From an optimization exercise on the open Yosys and OpenROAD flow, aimed at small area and a short achievable clock period; shortcuts taken in it are not production practice.
Function was checked by simulation only, so behaviour that the tests miss may differ from the original.
No driver is modelled on the clock port, so clocking that relies on it looks cheaper here than on a real chip.
Power and IR drop assume default switching activity.

## nmr_seq
module nmr_seq(
    input         clk_sys,
    input         rst_n,           
    input  [4:0]  start,           
    input  [15:0] datain,          
    input         scale_rst_n,
    input         scale_load,
    input  [4:0]  scale_choice,
    input         pn_change,
    input         inv_turn,
    output        scale_soft_d,
    output        scale_rt_sw,
    output        scale_sw_acq1,
    output        scale_sw_acq2,
    output        scale_s_acq,
    output        scale_dds_conf,
    output        scale_dump_start,
    output        scale_pluse_start,
    output        scale_pn_out,
    output        scale_bb_ch,
    output        scale_reset_out,
    output        scale_load_out,
    output [15:0] scale_s_acqnum,
    output        scale_intertodsp,
    output        scale_state_over_n,
    output [11:0] scale_strippluse,
    output        scale_dumpoff_ctr,
    output        scale_off_test,
    output        scale_tetw_pluse,
    output        scale_s_acq180,
    output        scale_long_opentime,
    output        scale_dump_sustain_ctrl,
    output        scale_ne_le,
    input         scan_rst_n,
    input         scan_load,
    input         scan_choice,
    output        scan_dumpon_ctr,
    output        scan_dumpoff_ctr,
    output        scan_soft_d,
    output        scan_rt_sw,
    output        scan_sw_acq1,
    output        scan_sw_acq2,
    output        scan_s_acq,
    output        scan_dds_conf,
    output        scan_calctrl,
    output        scan_state_over_n,
    output        scan_resetout,
    input         noise_rst_n,
    input         noise_load,
    input         noise_choice,
    output        noise_dumpon_ctr,
    output        noise_dumpoff_ctr,
    output        noise_soft_d,
    output        noise_rt_sw,
    output        noise_sw_acq1,
    output        noise_sw_acq2,
    output        noise_n_acq,
    output        noise_state_over_n,
    input         pluse_rst_n,
    input         pluse_load,
    input         pluse_choice,
    output        pluse_soft_d,
    output        pluse_rt_sw,
    output        pluse_sw_acq1,
    output        pluse_sw_acq2,
    output        pluse_acq,
    output        pluse_pluse_start,
    output        pluse_off_test,
    output        pluse_dump_start,
    output        pluse_state_over_n,
    output        pluse_dds_config,
    output        pluse_dumpoff_ctr,
    output        pluse_tetw_pluse,
    input         st1ms_rst_n,
    input         st1ms_load,
    input  [3:0]  st1ms_choice,
    output        st1ms_reset_out,
    output        st1ms_dump_start,
    output        st1ms_pluse_start,
    output        st1ms_bri_cycle,
    output        st1ms_rt_sw,
    output        st1ms_soft_dump,
    output        clk_en_scale,
    output        clk_en_scan,
    output        clk_en_noise,
    output        clk_en_pluse,
    output        clk_en_st1ms
);
For scale: ~140 I/O pins, about 28000 sq um of cells after synthesis.
Settings: LEC_CHECK=0, CAP_MARGIN=20, CORE_MARGIN=2, CORE_UTILIZATION=65, CTS_BUF_LIST=sky130_fd_sc_hd__clkbuf_8 sky130_fd_sc_hd__clkbuf_16, CTS_CLUSTER_DIAMETER=100, CTS_CLUSTER_SIZE=30, PLACE_DENSITY=0.75, SLEW_MARGIN=20; clock period 10.0 ns.
standard.sh (not shown) runs the stock make flow with config.mk's settings and CLKGATE_MAP_FILE= SYNTH_SCRIPT=/design/flow/synth_recipe.tcl, a recipe that flattens the netlist after the stock synthesis.
==> flow/flow/run.sh <==
#!/bin/bash
# Layout flow: the standard ORFS flow (standard.sh, synthesis unchanged)
# with these changes, all at the design's clock period and constraints:
#  - port buffers are buf_2 cells;
#  - setup repair aims for a tighter slack than the 10 ns clock needs;
#  - after CTS, post_cts.tcl replaces the upper levels of the clock tree by
#    root buffers fed from the clock port (see there).
# ORFS writes each step's full log under orfs/logs; make's output goes to
# standard_flow.log.
set -uo pipefail
here=$(cd "$(dirname "$0")" && pwd)
bash standard.sh \
    "BUFFER_PORTS_ARGS=-buffer_cell sky130_fd_sc_hd__buf_2" \
    SETUP_SLACK_MARGIN=${SETUP_MARGIN:-7.0} \
    POST_CTS_TCL="$here/post_cts.tcl" \
    ${EXTRA_MAKE_ARGS:-} \
    finish > standard_flow.log 2>&1
Other scripts of this flow, unchanged in this note and not shown: flow/flow/clock_roots.tcl, flow/flow/post_cts.tcl
Change:
--- a/flow/flow/run.sh
+++ b/flow/flow/run.sh
@@ -5 +5,2 @@
-#  - setup repair aims for a tighter slack than the 10 ns clock needs;
+#  - setup repair aims for a tighter slack than the 10 ns clock needs, and
+#    may change a cell's drive strength across footprints;
@@ -14 +15 @@
-    SETUP_SLACK_MARGIN=${SETUP_MARGIN:-7.0} \
+    SETUP_SLACK_MARGIN=7.0 MATCH_CELL_FOOTPRINT=0 \
Result: Die area does not change; register-to-register slack is better by 70 ps; clock skew goes down by 4.9 ps; hold slack is about the same; cell area goes down slightly; clock power barely changes; routed wire length falls by a few percent; cell count falls slightly; synthesized cell count stays the same; via count is lower slightly; power drops slightly.

-- afterwards: timing with drivers on the ports --
No port has a modelled driver above. Below, the same layouts with a new extraction and two added sets of constraints. Step 1 (the two cells are an assumption about what drives the block):
set clk [get_ports {clk_sys}]
set_driving_cell -lib_cell sky130_fd_sc_hd__clkbuf_16 $clk
set_driving_cell -lib_cell sky130_fd_sc_hd__buf_2 [delete_from_list [all_inputs] $clk]
Step 2 adds t to the input delays and takes it off the output delays; t is the mean of the earliest and latest rising clock arrival at the registers after step 1. Input paths then give back, and output paths get back, about the clock's delay inside the block. Three values: ideal ports, drivers, drivers and shift; two values: the first two.
| run | t (ns) | slack for setup (ns) | worst hold slack (ns) | worst setup path at the end | latest minus earliest clock arrival (ns) |
|---|---|---|---|---|---|
| the first run | 0.489 | 6.903 / 6.964 / 6.487 | 0.467 / 0.467 / 0.467 | input to register | 0.041 / 0.041 |
| the second run | 0.490 | 6.965 / 6.961 / 6.550 | 0.467 / 0.467 / 0.467 | input to register | 0.042 / 0.042 |
After both steps setup and hold are still met in every run listed. The setup slack of the first run, which loses most, moves by +0.061 ns with the drivers and by -0.416 ns with both steps.
